From an optimization exercise on the open Yosys and OpenROAD flow, aimed at small area, a short achievable clock period and few clock cycles; shortcuts taken in it are not production practice. Where RTL was checked, it was by simulation tests only, not by an equivalence proof against the original.

// TotalALU
module TotalALU( clk, dataA, dataB, Signal, control, Output, Busy, reset );
input reset ;
input clk ;
input [2:0] control ;
input [31:0] dataA ;
input [31:0] dataB ;
input [5:0] Signal ;
output [31:0] Output ;
output Busy ;
wire sub = Signal[1];
wire [31:0] bx = dataB ^ {32{sub}};
wire [31:0] sum;
wire cout;
wire [31:0] a_g = dataA & bx;
wire [31:0] a_p = dataA ^ bx;
wire a_g0c = a_g[0] | (a_p[0] & sub);
wire a_G1 = a_g[1] | (a_p[1] & a_g0c);
wire a_G2 = a_g[3] | (a_p[3] & a_g[2]);
wire a_P2 = a_p[3] & a_p[2];
wire a_G3 = a_g[5] | (a_p[5] & a_g[4]);
wire a_P3 = a_p[5] & a_p[4];
wire a_G4 = a_g[7] | (a_p[7] & a_g[6]);
wire a_P4 = a_p[7] & a_p[6];
wire a_G5 = a_g[9] | (a_p[9] & a_g[8]);
wire a_P5 = a_p[9] & a_p[8];
wire a_G6 = a_g[11] | (a_p[11] & a_g[10]);
wire a_P6 = a_p[11] & a_p[10];
wire a_G7 = a_g[13] | (a_p[13] & a_g[12]);
wire a_P7 = a_p[13] & a_p[12];
wire a_G8 = a_g[15] | (a_p[15] & a_g[14]);
wire a_P8 = a_p[15] & a_p[14];
wire a_G9 = a_g[17] | (a_p[17] & a_g[16]);
wire a_P9 = a_p[17] & a_p[16];
wire a_G10 = a_g[19] | (a_p[19] & a_g[18]);
wire a_P10 = a_p[19] & a_p[18];
wire a_G11 = a_g[21] | (a_p[21] & a_g[20]);
wire a_P11 = a_p[21] & a_p[20];
wire a_G12 = a_g[23] | (a_p[23] & a_g[22]);
wire a_P12 = a_p[23] & a_p[22];
wire a_G13 = a_g[25] | (a_p[25] & a_g[24]);
wire a_P13 = a_p[25] & a_p[24];
wire a_G14 = a_g[27] | (a_p[27] & a_g[26]);
wire a_P14 = a_p[27] & a_p[26];
wire a_G15 = a_g[29] | (a_p[29] & a_g[28]);
wire a_P15 = a_p[29] & a_p[28];
wire a_G16 = a_g[31] | (a_p[31] & a_g[30]);
wire a_P16 = a_p[31] & a_p[30];
wire a_G17 = a_g[2] | (a_p[2] & a_G1);
wire a_G18 = a_G2 | (a_P2 & a_G1);
wire a_G19 = a_g[6] | (a_p[6] & a_G3);
wire a_P19 = a_p[6] & a_P3;
wire a_G20 = a_G4 | (a_P4 & a_G3);
wire a_P20 = a_P4 & a_P3;
  ...
For scale: ~1700 cells after synthesis, roughly 99 flip-flops, ~110 I/O pins, roughly 0.015 mm² of cells after synthesis.
==> flow/config.mk <==
export PLATFORM = sky130hd
export DESIGN_NAME = TotalALU
export DESIGN_NICKNAME = TotalALU
export VERILOG_FILES = /design/flow/design.v
export SDC_FILE = /design/flow/constraint.sdc
export NUM_CORES = 4
export LEC_CHECK = 0
export CAP_MARGIN = 20
export CORE_MARGIN = 2
export CORE_UTILIZATION = 40
export SLEW_MARGIN = 20
export SYNTH_HIERARCHICAL = 1
export SYNTH_MINIMUM_KEEP_SIZE = 0
==> flow/constraint.sdc <==
create_clock -name core_clock -period 24.0 [get_ports {clk}]
set_input_delay 4.8000 -clock core_clock [delete_from_list [all_inputs] [get_ports {clk}]]
set_output_delay 4.8000 -clock core_clock [all_outputs]
set_load 0.01 [all_outputs]
standard.sh (not shown) runs the stock make flow with config.mk's settings and CLKGATE_MAP_FILE= SYNTH_SCRIPT=/design/flow/synth_recipe.tcl, a recipe that flattens the netlist after the stock synthesis.
==> flow/flow/run.sh <==
#!/bin/bash
# Layout: the standard flow (standard.sh: standard synthesis, floorplan,
# placement, CTS, routing), with two changes:
#  - the port buffers are buf_1 cells (repair_timing upsizes the critical ones) rather than the delay cells buffer_ports
#    picks by default (every input and output port still gets a buffer);
#  - repair_timing aims for SETUP_SLACK_MARGIN ns more setup slack than the
#    clock needs, so it shortens the port-to-port paths that set the period.
# The clock, its period and the I/O constraints are the standard flow's, unchanged.
set -euo pipefail
MARGIN=${MARGIN:-11}
bash standard.sh "SETUP_SLACK_MARGIN=$MARGIN" \
  "BUFFER_PORTS_ARGS=-buffer_cell sky130_fd_sc_hd__buf_1" REMOVE_ABC_BUFFERS=1 finish > standard_flow.log 2>&1
Testbench counts at the start, summed over its fixed seeds: cycles 4,330.
Rerun with:
--- a/flow/design.v
+++ b/flow/design.v
@@ -13,21 +13,22 @@
 input clk ;
 input [2:0] control ;
 input [31:0] dataA ;
 input [31:0] dataB ;
 input [5:0] Signal ;
 output [31:0] Output ;
 output Busy ;
-wire sub = Signal[1];
-wire [31:0] bx = dataB ^ {32{sub}};
+wire sub = control[2];
+wire subH = Signal[1];
+wire [31:0] bx = dataB ^ { {16{subH}}, {16{sub}} };
 wire [31:0] sum;
 wire cout;
 wire [31:0] a_g = dataA & bx;
 wire [31:0] a_p = dataA ^ bx;
-wire a_g0c = a_g[0] | (a_p[0] & sub);
+wire a_g0c = sub ? ( dataA[0] | ~dataB[0] ) : ( dataA[0] & dataB[0] );
 wire a_G1 = a_g[1] | (a_p[1] & a_g0c);
 wire a_G2 = a_g[3] | (a_p[3] & a_g[2]);
 wire a_P2 = a_p[3] & a_p[2];
 wire a_G3 = a_g[5] | (a_p[5] & a_g[4]);
 wire a_P3 = a_p[5] & a_p[4];
 wire a_G4 = a_g[7] | (a_p[7] & a_g[6]);
 wire a_P4 = a_p[7] & a_p[6];
Final cell count rose by about 3.4%.
Worst setup slack got worse by 0.030 ns.
Synthesized cell count increases by about 3%.
Sequential share of layout area is lower by 0.25 points.
Die area came out higher by about 0.4%.
Routed wire length is lower by about 0.6%.
Maximum frequency is about the same.
Sequential cell count stays the same.
The RTL of the second run of this note was laid out without a check of its function.

========
TotalALU, a different RTL version from the one above (not shown whole).
Size in the first run: roughly 99 flip-flops, about 110 I/O pins, about 0.014 mm² of cells after synthesis.
==> flow/design.v (excerpt) <==
module TotalALU( clk, dataA, dataB, Signal, control, Output, Busy, reset );
input reset ;
input clk ;
input [2:0] control ;
input [31:0] dataA ;
input [31:0] dataB ;
input [5:0] Signal ;
output [31:0] Output ;
output Busy ;
wire sub = Signal[1];
wire [31:0] bx = dataB ^ {32{sub}};
wire [31:0] sum;
wire cout;
wire [31:0] a_g = dataA & bx;
wire [31:0] a_p = dataA ^ bx;
wire a_g0c = sub ? ( dataA[0] | ~dataB[0] ) : ( dataA[0] & dataB[0] );
wire a_G1 = a_g[1] | (a_p[1] & a_g0c);
wire a_G2 = a_g[3] | (a_p[3] & a_g[2]);
wire a_P2 = a_p[3] & a_p[2];
wire a_G3 = a_g[5] | (a_p[5] & a_g[4]);
wire a_P3 = a_p[5] & a_p[4];
wire a_G4 = a_g[7] | (a_p[7] & a_g[6]);
wire a_P4 = a_p[7] & a_p[6];
wire a_G5 = a_g[9] | (a_p[9] & a_g[8]);
wire a_P5 = a_p[9] & a_p[8];
wire a_G6 = a_g[11] | (a_p[11] & a_g[10]);
wire a_P6 = a_p[11] & a_p[10];
wire a_G7 = a_g[13] | (a_p[13] & a_g[12]);
wire a_P7 = a_p[13] & a_p[12];
wire a_G8 = a_g[15] | (a_p[15] & a_g[14]);
wire a_P8 = a_p[15] & a_p[14];
wire a_G9 = a_g[17] | (a_p[17] & a_g[16]);
wire a_P9 = a_p[17] & a_p[16];
wire a_G10 = a_g[19] | (a_p[19] & a_g[18]);
wire a_P10 = a_p[19] & a_p[18];
wire a_G11 = a_g[21] | (a_p[21] & a_g[20]);
  ...
export LEC_CHECK = 0
export CAP_MARGIN = 20
export CORE_MARGIN = 2
export CORE_UTILIZATION = 40
export SLEW_MARGIN = 20
export SYNTH_HIERARCHICAL = 1
export SYNTH_MINIMUM_KEEP_SIZE = 0
create_clock -name core_clock -period 24.0 [get_ports {clk}]
Scripts as last shown in full above: flow/flow/run.sh
Then changed:
--- a/flow/design.v
+++ b/flow/design.v
@@ -776,16 +776,14 @@
 wire isOR  = Signal == 6'd37;
 wire isAS  = ( Signal == 6'd32 ) | ( Signal == 6'd34 );
 wire isSLT = Signal == 6'd42;
 wire isSLL = Signal == 6'd0;
 wire isHI  = Signal == 6'd16;
 wire isLO  = Signal == 6'd18;
-wire [31:0] oth = ( {32{isAND}} & ( dataA & dataB ) )
+assign Output = ( {32{isAND}} & ( dataA & dataB ) )
               | ( {32{isOR}}  & ( dataA | dataB ) )
+              | ( {32{isAS}}  & sum )
               | { 31'd0, isSLT & lt }
               | ( {32{isSLL}} & shl )
               | ( {32{isHI}}  & P[63:32] )
               | ( {32{isLO}}  & P[31:0] );
-wire [31:0] o0 = oth | ( {32{isAS}} & a_p );
-wire [31:0] o1 = oth | ( {32{isAS}} & ~a_p );
-assign Output = ( a_c & o1 ) | ( ~a_c & o0 );
 endmodule
Effect: The new run finished clean; fmax came out higher by about 0.8%; global-route usage came out higher by 0.46 points; core utilization came out lower by 0.96 points; final area is unchanged; die area came out higher by 1.4%.
Testbench counts after the change, summed over its fixed seeds: cycles 4,330.
No functional check of the RTL was part of the first run of this note.

port drivers added, routing unchanged:
The results above use ideal ports. As a check the final layouts listed here were re-extracted and re-timed, cells and wires unchanged. Step 1, drivers: a clkbuf_16 drives clk and a buf_2 each remaining input, both assumed. Step 2 adds t to the input delays and takes it off the output delays; t is the mean of the earliest and latest rising clock arrival at the registers after step 1. Input paths then give back, and output paths get back, about the clock's delay inside the block. a / b / c = ideal / step 1 / step 2; a / b = the first two.
| run | t, ns | setup slack, ns | worst setup path at the end | latest minus earliest clock arrival (ns) | cell pins on the clock port's net |
|---|---|---|---|---|---|
| the first run of note 1 | 0.426 | 11.094 / 11.067 / 11.067 | input to output | 0.016 / 0.016 | 1 |
| the second run of note 1 | 0.419 | 11.064 / 11.037 / 11.037 | input to output | 0.016 / 0.016 | 1 |
| the first run of note 2 | 0.415 | 11.028 / 10.980 / 10.980 | input to output | 0.011 / 0.010 | 1 |
| the second run of note 2 | 0.416 | 11.137 / 11.100 / 11.100 | input to output | 0.012 / 0.011 | 1 |
After both steps every run listed still meets setup and hold. The setup slack of the first run of note 2, which loses most, moves by -0.048 ns with the drivers and by -0.048 ns with both steps.
